From an optimization exercise on the open Yosys and OpenROAD flow, aimed at small area; shortcuts taken in it are not production practice.
Where RTL was checked, it was by simulation tests only, not by an equivalence proof against the original.
For run 1, only the layout was checked, not whether the RTL still works.
Power figures rest on the tool's default switching activity, not on a simulated workload.

==> design/flow/design.v <==
module adctest
(
	input         clk,
	input         reset,
	input         scandouble,
	input  [23:0] adc_value,
	input         range,
	output reg    ce_pix,
	output reg    HBlank,
	output reg    HSync,
	output reg    VBlank,
	output reg    VSync,
	output reg [7:0] video_r,
	output reg [7:0] video_g,
	output reg [7:0] video_b
);
function [12:0] add13(input [12:0] a, input [12:0] b);
	integer i;
	reg c;
	begin
		c = 1'b0;
		for (i = 0; i < 13; i = i + 1) begin
			add13[i] = a[i] ^ b[i] ^ c;
			c = (a[i] & b[i]) | (a[i] & c) | (b[i] & c);
		end
	end
endfunction
function [9:0] inc10(input [9:0] a);
	integer i;
	reg c;
	begin
		c = 1'b1;
		for (i = 0; i < 10; i = i + 1) begin
			inc10[i] = a[i] ^ c;
			c = a[i] & c;
		end
	end
endfunction
function ge12(input [11:0] a, input [11:0] b);
	integer i;
	reg br;
	begin
		br = 1'b0;
		for (i = 0; i < 12; i = i + 1)
			br = (~a[i] & b[i]) | (~a[i] & br) | (b[i] & br);
		ge12 = ~br;
	end
endfunction
reg  [9:0] hc;
reg  [9:0] vc;
wire hc_end = (hc == 10'd637);
wire samp   = ce_pix & hc_end;				 
wire vc_end = (vc == (scandouble ? 10'd523 : 10'd261));
reg  [9:0] avg_l;
reg  [9:0] avg_r;
reg  [9:0] s0_l, s1_l, s0_r, s1_r;
reg  [1:0] s0lo_l, s0lo_r;
reg  [4:0] ph;
reg        pend;			 
reg        act;				 
reg        snp;				 
reg [19:0] ring_l, ring_r;
reg        cy_l, cy_r;
wire ph_last = (ph == 5'd19);
wire snap_now = act & snp & (ph == 5'd0);
wire restart = (vc == 10'd6) | (vc == 10'd268);		 
wire [11:0] smp_l = {s0_l, s0lo_l};
wire [11:0] smp_r = {s0_r, s0lo_r};
wire sb_l = (ph < 5'd12) & smp_l[ph[3:0]];
wire sb_r = (ph < 5'd12) & smp_r[ph[3:0]];
wire ra_l = ring_l[0] & ~(act & restart);
wire ra_r = ring_r[0] & ~(act & restart);
always @(posedge clk) begin
	if (reset) ce_pix <= 1'b0;
	else ce_pix <= scandouble | ~ce_pix;
	if (reset) begin
		hc <= 10'd0;
		vc <= 10'd0;
		s0_l <= 10'd0;
		s1_l <= 10'd0;
		s0_r <= 10'd0;
		s1_r <= 10'd0;
	end
	else if (ce_pix) begin
		if (hc_end) begin
			hc <= 10'd0;
			if (vc_end) vc <= 10'd0;
			else vc <= inc10(vc);
			s0_l <= adc_value[11:2];
			s1_l <= s0_l;
			s0_r <= adc_value[23:14];
			s1_r <= s0_r;
		end
		else hc <= inc10(hc);
	end
	if (samp) begin
		s0lo_l <= adc_value[1:0];
		s0lo_r <= adc_value[13:12];
	end
	if (reset) begin
		ph <= 5'd0;
		pend <= 1'b0;
		act <= 1'b0;
		snp <= 1'b0;
		cy_l <= 1'b0;
		cy_r <= 1'b0;
		avg_l <= 10'd0;
		avg_r <= 10'd0;
	end
	else begin
		ph <= ph_last ? 5'd0 : ph + 5'd1;
		if (samp) begin
			pend <= 1'b1;
			snp <= vc_end;
		end
		else begin
			if (ph_last) pend <= 1'b0;
			if (snap_now) snp <= 1'b0;
		end
		if (ph_last) act <= pend;
		cy_l <= act & ((ra_l & sb_l) | (ra_l & cy_l) | (sb_l & cy_l));
		cy_r <= act & ((ra_r & sb_r) | (ra_r & cy_r) | (sb_r & cy_r));
		if (snap_now) begin
			avg_l <= ring_l[19:10];
			avg_r <= ring_r[19:10];
		end
	end
	ring_l <= {act ? (ra_l ^ sb_l ^ cy_l) : ring_l[0], ring_l[19:1]};
	ring_r <= {act ? (ra_r ^ sb_r ^ cy_r) : ring_r[0], ring_r[19:1]};
end
reg le_set;
reg le_aud;
always @(posedge clk) begin
	if (reset) begin
		le_set <= 1'b0;
		le_aud <= 1'b0;
	end
	else if (hc == 10'd2) begin
		le_set <= 1'b1;
		le_aud <= range;
	end
end
wire [12:0] pb   = range ? ({3'b000, hc} + 13'd759) : ({1'b0, hc, 2'b00} + 13'd391);
wire [12:0] xb_l = add13(pb, {3'b000, avg_l & {10{range}}});
wire [12:0] xb_r = add13(pb, {3'b000, avg_r & {10{range}}});
wire s_lt_l = ~ge12({2'b00, s0_l}, {2'b00, s1_l});
wire s_lt_r = ~ge12({2'b00, s0_r}, {2'b00, s1_r});
wire [9:0] mn_l = s_lt_l ? s0_l : s1_l;
wire [9:0] mx_l = s_lt_l ? s1_l : s0_l;
wire [9:0] mn_r = s_lt_r ? s0_r : s1_r;
wire [9:0] mx_r = s_lt_r ? s1_r : s0_r;
wire [9:0] mxo_l = mx_l | {8'd0, {2{~range}}};
wire [9:0] mxo_r = mx_r | {8'd0, {2{~range}}};
wire ge_l = ~xb_l[12] & ge12(xb_l[11:0], {2'b01, mn_l});
wire le_l =  ~xb_l[12] & ge12({2'b01, mxo_l}, xb_l[11:0]);
wire ge_r = ~xb_r[12] & ge12(xb_r[11:0], {2'b01, mn_r});
wire le_r =  ~xb_r[12] & ge12({2'b01, mxo_r}, xb_r[11:0]);
wire seg_ok   = range ? (hc >= 10'd106 && hc <= 10'd424) : (hc <= 10'd367);
wire seg_hi   = range ? (hc == 10'd424) : (hc == 10'd367);
wire seg_lo   = range & (hc == 10'd106);
wire draw_l = seg_ok & (seg_hi | ge_l) & (seg_lo | le_l);
wire draw_r = seg_ok & (seg_hi | ge_r) & (seg_lo | le_r);
wire [9:0] y = hc - 10'd159;
wire mark_l = (y == {2'b00, avg_l[9:2]});
wire mark_r = (y == {2'b00, avg_r[9:2]});
wire [8:0] left_edge = le_set ? (le_aud ? 9'd106 : 9'd159) : 9'd0;
wire [8:0] limit     = le_set ? (le_aud ? 9'd318 : 9'd208) : 9'd0;
always @(posedge clk) begin
	if (reset) begin
		HBlank <= 0;
		HSync <= 0;
		VBlank <= 0;
		VSync <= 0;
		video_r <= 0;
		video_g <= 0;
		video_b <= 0;
	end
	else begin
	HBlank <= (hc >= 10'd529);
	HSync  <= (hc >= 10'd544) && (hc < 10'd590);
	if (hc == 544) begin
		if(vc == (scandouble ? 490 : 245)) VSync <= 1;
			else if (vc == (scandouble ? 496 : 248)) VSync <= 0;
		if(vc == (scandouble ? 480 : 240)) VBlank <= 1;
			else if (vc == 0) VBlank <= 0;
	end
	video_r <= 0;
	video_g <= 0;
	video_b <= 0;
	if (range == 0) begin
		if ((hc == 222) || (hc == 285) || (hc == 348)) begin
			video_r <= 8'h00;
			video_g <= 8'h3F;
			video_b <= 8'h00;
		end
		if (vc[1]) begin
			if ((hc == 190) || (hc == 253) || (hc == 316)) begin
				video_r <= 8'h00;
				video_g <= 8'h1F;
				video_b <= 8'h00;
			end
		end
		if (mark_l) begin
			video_r <= 8'h4F;
			video_g <= 8'h4F;
			video_b <= 8'h4F;
		end
		if (mark_r) begin
			video_r <= 8'h7F;
			video_g <= 8'h00;
			video_b <= 8'h00;
		end
	end
	else begin
		if (vc[1] && (hc == left_edge + (limit >> 1))) begin
			video_r <= 8'h00;
			video_g <= 8'h3F;
			video_b <= 8'h00;
		end
		if ((hc >= 106 && hc <= 152) || (hc >= 378 && hc <= 424)) begin
			video_r <= 8'h1F;
			video_g <= 8'h00;
			video_b <= 8'h00;
		end
	end
	if (draw_l) begin
		video_r <= 8'hBF;
		video_g <= 8'hBF;
		video_b <= 8'hBF;
	end
	if (draw_r) begin
		video_r <= 8'hFF;
		video_g <= 8'h00;
		video_b <= 8'h00;
	end
	if ((hc == left_edge) || (hc == left_edge + limit)) begin
		video_r <= 8'hFF;
		video_g <= 8'hFF;
		video_b <= 8'h00;
	end
	end
end
endmodule
==> design/flow/run.sh <==
#!/bin/bash
# synth_recipe.tcl (not shown) runs the flow's synth.tcl, then flattens the netlist and writes it again
# the make line also repeats each setting of config.mk as NAME=value (left out here)
make -C /OpenROAD-flow-scripts/flow DESIGN_CONFIG=/design/flow/config.mk WORK_HOME=/design/flow/orfs CLKGATE_MAP_FILE= SYNTH_SCRIPT=/design/flow/synth_recipe.tcl finish
==> design/flow/config.mk <==
export PLATFORM = sky130hd
export DESIGN_NAME = adctest
export DESIGN_NICKNAME = adctest
export VERILOG_FILES = /design/flow/design.v
export SDC_FILE = /design/flow/constraint.sdc
export NUM_CORES = 4
export LEC_CHECK = 0
export ABC_AREA = 1
export CAP_MARGIN = 20
export CORE_MARGIN = 2
export CORE_UTILIZATION = 45
export PLACE_DENSITY = 0.6
export SLEW_MARGIN = 20
==> design/flow/constraint.sdc <==
create_clock -name core_clock -period 10.0 [get_ports {clk}]
set_input_delay 2.0000 -clock core_clock [delete_from_list [all_inputs] [get_ports {clk}]]
set_output_delay 2.0000 -clock core_clock [all_outputs]
set_load 0.01 [all_outputs]
==> results.cfg, run 1 <==
[status]
status = complete, no violations

[die]
floorplan.initialDensity = 0.463
die_width_microns = 143
top_level_ports = 57
core_sq_um = 18900
fp.dieH_microns = 143
floorplan.die_area_sq_um = 20600
row_count = 50

[clocking]
tritoncts = yes
worst_skew_pair_latency_ns = 0.42
clk_pin_slew_worst_paths_ns = 0.07
clock_sinks = 154
cts_setup_buffers = 0
root_buffer = clkbuf_16
post_cts.resized_instances = 0
cts-hold-fix-buffers = 0
numCtsBuffers = 17
max-clock-path-buffers = 2
ctsHtreeMaxLevel = 4

[grt]
grt_start_max_net_pins = 64
grt_resource_usage_total = 0.239
grt_overflow_total = 0
first_global_vias = 7518
grt_first_pass_wirelength_mm = 38.3
grt_antenna_before_repair = 0

[timing]
final.min_clock_period_ns = 7.86
setup_viol_count_final = 0
period_share = 0.786
final_max_slew_viol_count = 0
timing.max_slew.rel_slack = 0.345
achievable-frequency_ghz = 0.127
finalHoldViolations = 0
finalSetupTns_ns = 0
final.setup_skew_ns = 0.0126
worst-slew-pin-transition_ns = 0.980
grt_setup_unrepaired = no

[drt]
drt_iter0_markers = 578
totalWireLength_mm = 23.8
drc = 0
routed_wire_length_per_instance_microns = 15.5
route.antenna.remaining_nets = 0
detailroute.via_count = 8124
via_density = 5.29
drt-pass1-iter-count = 5

[power]
ir_worst_vdd_mv = 0.124
switching_share = 0.285
pwr_density_cell_nw_per_um2 = 151
internal-power_mw = 1.08
p_leak_nw = 4.43
power_frac_comb = 0.137
power_frac_clock = 0.436
power.sequential.fraction = 0.427
total_switching_power_mw = 0.431

[logic_synthesis]
synthFlopType = dfxtp_1
synth_cells = 1237
post_synth_most_frequent_cells = nand2_1 (268), inv_1 (190), dfxtp_1 (150), o21ai_0 (111), nand3_1 (84)
seq_area_frac_synth = 0.357
synthesized_area_per_cell_sq_um = 7.07
ys_ff_latch = 154
syn_nets = 1314
synthesis.area_sq_um = 8750
count_of_flip_flops_with_a_built_in_enable_after_synthesis = 4
yosys_warnings = 1
synth_cell_type_count = 53
synth_largest_area_cell = dfxtp_1
synth_top_area_frac = 0.343
most_instantiated_library_cell_after_synthesis = nand2_1
synthTopCellsByArea = dfxtp_1 (34%), nand2_1 (11%), inv_1 (8.2%)
async_reset_ff_frac = 0

[final_layout]
instances_no_fill = 1536
drive_above_1_share = 0.0525
design.final.nets = 1340
layout.filler_cells = 1867
layout.core_utilization = 0.530
antenna_diodes = 0
area_growth_syn_to_layout_pct = 14.4

[placed_design]
detail_placement_hpwl_mm = 17.3
port-buffer-count = 56
gp_congestion = 0.994
dpl.cell_count = 1504

[run]
cap_viol_max_count = 0

[worst_hold_path]
min-delay-path-class = reg -> reg

[worst_setup_path]
worst-path-max-fanout = 22
cp.required_ns = 10.36
crit_path_start_kind = input pin
cp-end-kind = register
slowest_stage = clkdlybuf4s50_1
worst_path_largest_cell_delay_ns = 0.90
critPathMostFrequentCell = fa_1
critPathArrivalTime_ns = 8.22
setup.worst_path.class = in -> reg
registers in the layout, summed over array words and instances, names as in the netlist, 2 cells and up:
signal,flops
s0_l,10
avg_l,10
s0lo_r,2
s1_r,10
ph,5
hc,10
avg_r,10
s0lo_l,2
video_r,5
vc,10
video_g,5
video_b,3
s1_l,10
ring_l,20
s0_r,10
ring_r,20
kinds of logic (layout without fill, tap and decap cells):
kind of cell | after synthesis | in the layout | synth area share
adders and majority gates | 49 | 49 | 0.0872
DFF | 154 | 154 | 0.357
xor gates and xnor gates | 17 | 17 | 0.0170
AOI/OAI and AO/OA | 271 | 271 | 0.180
and+or+nand+nor | 488 | 488 | 0.240
buffers and inverters | 258 | 297 | 0.119
layer usage:
layer	vias up	GRT usage	routed length [microns]
met5	-	0	0
met3	35	0.0373	1250
met1	3733	0.332	11500
met4	0	0.0789	561
li1	4113	-	-
met2	243	0.381	10500
through the flow:
step	setup WS, ns	total power, mW	area (sq um)	hold slack, ns
2_1_floorplan	2.36	0.793	8750	0.310
3_3_place_gp	1.80	0.865	9400	0.310
3_5_place_dp	1.70	0.866	9400	0.312
4_1_cts	2.15	1.53	10000	0.323
5_1_grt	1.77	1.58	10000	0.324
6_report	2.14	1.51	10000	0.319
worst max-delay path, delay by kind of cell:
kind,cells,cell delay (ns)
AO/OA/AOI/OAI,1,0.14
adder cells (fa/ha/maj),11,3.73
AND/OR/NAND/NOR,7,0.67
buffers and inverters,5,1.50
XOR/XNOR,1,0.18
cell usage in the layout (no fill, tap or decap), drive strengths merged, types with 5 or more instances in the layout:
| cell type | count |
|---|---|
| a21oi | 54 |
| clkbuf | 19 |
| xor2 | 13 |
| o21ai | 127 |
| nor2 | 82 |
| clkdlybuf4s50 | 56 |
| ha | 29 |
| nor3 | 13 |
| nand3 | 85 |
| a2111oi | 5 |
| clkinv | 6 |
| a211oi | 11 |
| inv | 207 |
| nand2 | 276 |
| nor4 | 6 |
| fa | 20 |
| nand4 | 16 |
| buf | 6 |
| o211ai | 5 |
| dfxtp | 150 |
| o22ai | 40 |
final timing paths:
path	from	endpoint	slack [ns]	cells after the start
setup / recovery	range	video_r[3]	2.14	25
hold / removal	ring_r[8]	ring_r[7]	0.32	0
setup reg to reg	hc[0]	video_r[3]	3.26	25
hold reg to reg	ring_r[8]	ring_r[7]	0.32	0
cell type report:
class                           count  area [sq um]  share of cell area
Clock inverter                     13           150              0.0150
Timing Repair Buffer               62           606              0.0605
Inverter                          203           762              0.0761
Multi-Input combinational cell    825          4590               0.458
Tap cell                          260           325              0.0325
Clock buffer                       19           454              0.0454
Sequential cell                   154          3120               0.312
power groups by stage:
stage                     sequential (mW)  clock, mW  combinational, mW
after floorplan                     0.654          0              0.138
after global placement              0.661          0              0.205
after detailed placement            0.660          0              0.205
after CTS                           0.646      0.673              0.206
after global routing                0.648      0.700              0.231
final                               0.647      0.659              0.207
==> inputs of run 2 (changes only) <==
--- a/design/flow/design.v
+++ b/design/flow/design.v
@@ -26,4 +26,16 @@
 	end
 endfunction
+function [19:0] add20(input [19:0] a, input [11:0] b);
+	integer i;
+	reg c, bb;
+	begin
+		c = 1'b0;
+		for (i = 0; i < 20; i = i + 1) begin
+			bb = (i < 12) ? b[i] : 1'b0;
+			add20[i] = a[i] ^ bb ^ c;
+			c = (a[i] & bb) | (a[i] & c) | (bb & c);
+		end
+	end
+endfunction
 function [9:0] inc10(input [9:0] a);
 	integer i;
@@ -43,5 +55,5 @@
 		br = 1'b0;
 		for (i = 0; i < 12; i = i + 1)
-			br = (~a[i] & b[i]) | (~a[i] & br) | (b[i] & br);
+			br = (~a[i] & b[i]) | (~(a[i] ^ b[i]) & br);
 		ge12 = ~br;
 	end
@@ -52,23 +64,10 @@
 wire samp   = ce_pix & hc_end;				 
 wire vc_end = (vc == (scandouble ? 10'd523 : 10'd261));
+reg [19:0] acc_l;
+reg [19:0] acc_r;
+wire acc_restart = (vc == 10'd5) | (vc == 10'd267);
 reg  [9:0] avg_l;
 reg  [9:0] avg_r;
 reg  [9:0] s0_l, s1_l, s0_r, s1_r;
-reg  [1:0] s0lo_l, s0lo_r;
-reg  [4:0] ph;
-reg        pend;			 
-reg        act;				 
-reg        snp;				 
-reg [19:0] ring_l, ring_r;
-reg        cy_l, cy_r;
-wire ph_last = (ph == 5'd19);
-wire snap_now = act & snp & (ph == 5'd0);
-wire restart = (vc == 10'd6) | (vc == 10'd268);		 
-wire [11:0] smp_l = {s0_l, s0lo_l};
-wire [11:0] smp_r = {s0_r, s0lo_r};
-wire sb_l = (ph < 5'd12) & smp_l[ph[3:0]];
-wire sb_r = (ph < 5'd12) & smp_r[ph[3:0]];
-wire ra_l = ring_l[0] & ~(act & restart);
-wire ra_r = ring_r[0] & ~(act & restart);
 always @(posedge clk) begin
 	if (reset) ce_pix <= 1'b0;
@@ -77,4 +76,6 @@
 		hc <= 10'd0;
 		vc <= 10'd0;
+		avg_l <= 10'd0;
+		avg_r <= 10'd0;
 		s0_l <= 10'd0;
 		s1_l <= 10'd0;
@@ -85,5 +86,9 @@
 		if (hc_end) begin
 			hc <= 10'd0;
-			if (vc_end) vc <= 10'd0;
+			if (vc_end) begin
+				vc <= 10'd0;
+				avg_l <= acc_l[19:10];
+				avg_r <= acc_r[19:10];
+			end
 			else vc <= inc10(vc);
 			s0_l <= adc_value[11:2];
@@ -95,37 +100,7 @@
 	end
 	if (samp) begin
-		s0lo_l <= adc_value[1:0];
-		s0lo_r <= adc_value[13:12];
-	end
-	if (reset) begin
-		ph <= 5'd0;
-		pend <= 1'b0;
-		act <= 1'b0;
-		snp <= 1'b0;
-		cy_l <= 1'b0;
-		cy_r <= 1'b0;
-		avg_l <= 10'd0;
-		avg_r <= 10'd0;
-	end
-	else begin
-		ph <= ph_last ? 5'd0 : ph + 5'd1;
-		if (samp) begin
-			pend <= 1'b1;
-			snp <= vc_end;
-		end
-		else begin
-			if (ph_last) pend <= 1'b0;
-			if (snap_now) snp <= 1'b0;
-		end
-		if (ph_last) act <= pend;
-		cy_l <= act & ((ra_l & sb_l) | (ra_l & cy_l) | (sb_l & cy_l));
-		cy_r <= act & ((ra_r & sb_r) | (ra_r & cy_r) | (sb_r & cy_r));
-		if (snap_now) begin
-			avg_l <= ring_l[19:10];
-			avg_r <= ring_r[19:10];
-		end
-	end
-	ring_l <= {act ? (ra_l ^ sb_l ^ cy_l) : ring_l[0], ring_l[19:1]};
-	ring_r <= {act ? (ra_r ^ sb_r ^ cy_r) : ring_r[0], ring_r[19:1]};
+		acc_l <= add20(acc_restart ? 20'd0 : acc_l, adc_value[11:0]);
+		acc_r <= add20(acc_restart ? 20'd0 : acc_r, adc_value[23:12]);
+	end
 end
 reg le_set;
==> run 2 against run 1 <==
Sequential share of layout area fell by 2.2 points. Global-route usage fell by 2.1 points. Sequential power fell by 5.6%. Total power fell by 3.7%. Still clean on timing, DRC and antenna. Utilization fell by 0.72 points. Register-to-register slack got worse by 1.1 ns.
==> results.cfg, run 2 <==
[clocking]
cts_setup_buffers = 0
clock_sinks = 140
tritoncts = yes
numCtsBuffers = 17
clk_pin_slew_worst_paths_ns = 0.07
root_buffer = clkbuf_16
post_cts.resized_instances = 0
cts-hold-fix-buffers = 0
ctsHtreeMaxLevel = 4
max-clock-path-buffers = 2
worst_skew_pair_latency_ns = 0.43

[worst_setup_path]
worst_setup_path_startpoint = adc_value[0]
setup.worst_path.class = in -> reg
critPathArrivalTime_ns = 8.34
cp-end-kind = register
crit_path_start_kind = input pin
rrSetupSlack_ns = 2.18
cp.required_ns = 10.18
worst-path-max-fanout = 1
worst_r2r_startpoint = vc[4]

[power]
pwr_density_cell_nw_per_um2 = 132
p_leak_nw = 4.99
ir_worst_vdd_mv = 0.0957
total_power_mw = 1.46

[grt]
grt_overflow_total = 0
first_global_vias = 7369
grt_antenna_before_repair = 0
grt_start_max_net_pins = 47
grt_first_pass_wirelength_mm = 38.5
grt_resource_usage_total = 0.218

[timing]
achievable-frequency_ghz = 0.123
setup_viol_count_final = 0
finalHoldViolations = 0
final.min_clock_period_ns = 8.16
finalSetupTns_ns = 0
grt_setup_unrepaired = no
period_share = 0.816
timing.max_slew.rel_slack = 0.332
final_max_slew_viol_count = 0
final.setup_skew_ns = 0.0117
worst-slew-pin-transition_ns = 1.00

[final_layout]
design.final.nets = 1477
antenna_diodes = 0
area_growth_syn_to_layout_pct = 13.1
drive_above_1_share = 0.0424
most-common-layout-cells = nand2_1 (268), inv_1 (237), nor2_1 (130), ha_1 (101), dfxtp_1 (100)
mostFrequentLayoutCell = nand2_1
top_flop_regs = acc_l x20, acc_r x20

[drt]
detailroute.via_count = 8050
totalWireLength_mm = 23.5
via_density = 5.04
drc = 0
route.antenna.remaining_nets = 0
routed_wire_length_per_instance_microns = 14.7
drt_iter0_markers = 618
drt-pass1-iter-count = 5

[logic_synthesis]
synth_top_area_frac = 0.205
async_reset_ff_frac = 0
synthesis.area_sq_um = 9780
post_synth_most_frequent_cells = nand2_1 (269), inv_1 (237), nor2_1 (132), ha_1 (101), dfxtp_1 (100)
syn_nets = 1453
synth_cells = 1284
seq_area_frac_synth = 0.328
yosys_warnings = 1
synth_largest_area_cell = dfxtp_1
most_instantiated_library_cell_after_synthesis = nand2_1
synthTopCellsByArea = dfxtp_1 (20%), ha_1 (13%), edfxtp_1 (12%)
ys_ff_latch = 140
count_of_flip_flops_with_a_built_in_enable_after_synthesis = 40
synthesized_area_per_cell_sq_um = 7.61
synth_cell_type_count = 41
synthFlopType = dfxtp_1

[die]
top_level_ports = 57
core_sq_um = 21200
die_width_microns = 151
floorplan.die_area_sq_um = 22900
row_count = 53
floorplan.initialDensity = 0.462
fp.dieH_microns = 151

[placed_design]
detail_placement_hpwl_mm = 17.8
port-buffer-count = 56
gp_congestion = 0.917

[status]
status = complete, no violations

[worst_hold_path]
min-delay-path-class = reg -> reg
min-delay-start = VSync

[run]
cap_viol_max_count = 0
[run 2: changes by cell type in the layout (fill, tap and decap cells not counted), moves of 32 or more]
cell / delta
a21oi_1: -32
dfxtp_1: -50
edfxtp_1: +36
ha_1: +72
nor2_1: +49
inv_1: +47
nand3_1: -39
[run 2: cells by family (layout without fill, tap and decap cells)]
group                    Yosys count  in the layout  synth area share
AND/OR/NAND/NOR                  498            498             0.210
buffers and inverters            299            336             0.119
AO/OA/AOI/OAI                    178            178             0.107
adder cells (fa/ha/maj)          141            141             0.211
flip-flops                       140            140             0.328
XOR/XNOR                          28             28            0.0251
[run 2: metrics by stage]
stage          hold slack (ns)  worst slack, ns  instance area, sq um  utilization  std cells
2_1_floorplan            0.472             2.08                  9780            -       1284
3_3_place_gp             0.471             1.44                 10500        0.495       1564
3_5_place_dp             0.475             1.37                 10500        0.495       1564
4_1_cts                  0.484             1.82                 11100        0.523       1596
5_1_grt                  0.506             1.61                 11100        0.523       1596
6_report                 0.484             1.84                 11100        0.523       1596
[run 2: worst max-delay path, stage by stage]
cell and delay [ns]:
clkdlybuf4s50_1 0.41, ha_1 0.21, fa_1 0.39, fa_1 0.39
fa_1 0.39, fa_1 0.39, fa_1 0.39, fa_1 0.40
fa_1 0.40, fa_1 0.39, fa_1 0.40, fa_1 0.39
fa_1 0.39, ha_1 0.20, ha_1 0.18, ha_1 0.18
ha_1 0.18, ha_1 0.18, ha_1 0.18, ha_1 0.19
xnor2_1 0.12
[run 2: report_power, final]
part | switching, mW | internal (mW)
Sequential | 0.0165 | 0.594
Clock | 0.294 | 0.333
Combinational | 0.128 | 0.0910
Total | 0.439 | 1.02
[run 2: area by class of cell]
type	instances	area [sq um]
fillers	2090	10100
clock buffers	17	425
multi-input cells	845	5420
flip-flops and latches	140	3200
well taps	275	344
repair buffers	63	608
inverters	241	905
clock inverters	15	151
[run 2: path summary, 6_finish.rpt]
kind,endpoint,depth (start not counted)
setup / recovery,acc_l[19],21
hold reg to reg,VSync,2
setup reg to reg,acc_l[19],24
hold / removal,VSync,2
[run 2: layer usage]
metal | global-route usage | wire (microns) | vias to the layer above
met5 | 0 | 0 | -
met4 | 0.0636 | 329 | 0
met3 | 0.0268 | 1140 | 25
met2 | 0.323 | 10100 | 179
met1 | 0.332 | 11900 | 3696
li1 | - | - | 4150

[afterwards: timing with drivers on the ports]
The flow's constraints put no driver on any port. The routed layouts listed below were extracted and timed again, unchanged, in two steps.
Step 1 sets driving cells, clkbuf_16 on the clock port and buf_2 on the other inputs (assumed; they add their load-dependent delay and slew).
Step 2 also shifts input and output timing later by t, the mid clock arrival at the registers, as if the neighbouring blocks saw the same clock.
a / b / c = ideal / step 1 / step 2; a / b = the first two.
run | shift t [ns] | setup slack, ns | worst setup path after step 2 | slew at the worst register clock pin (ns) | pins driven straight from the clock port
run 1 | 0.465 | 2.139 / 2.154 / 1.689 | input to register | 0.07 / 0.07 | 1
run 2 | 0.465 | 1.844 / 1.867 / 1.402 | input to register | 0.07 / 0.07 | 1
After both steps every run listed still meets setup and hold. The setup slack of run 1, which loses most, moves by +0.015 ns with the drivers and by -0.450 ns with both steps.
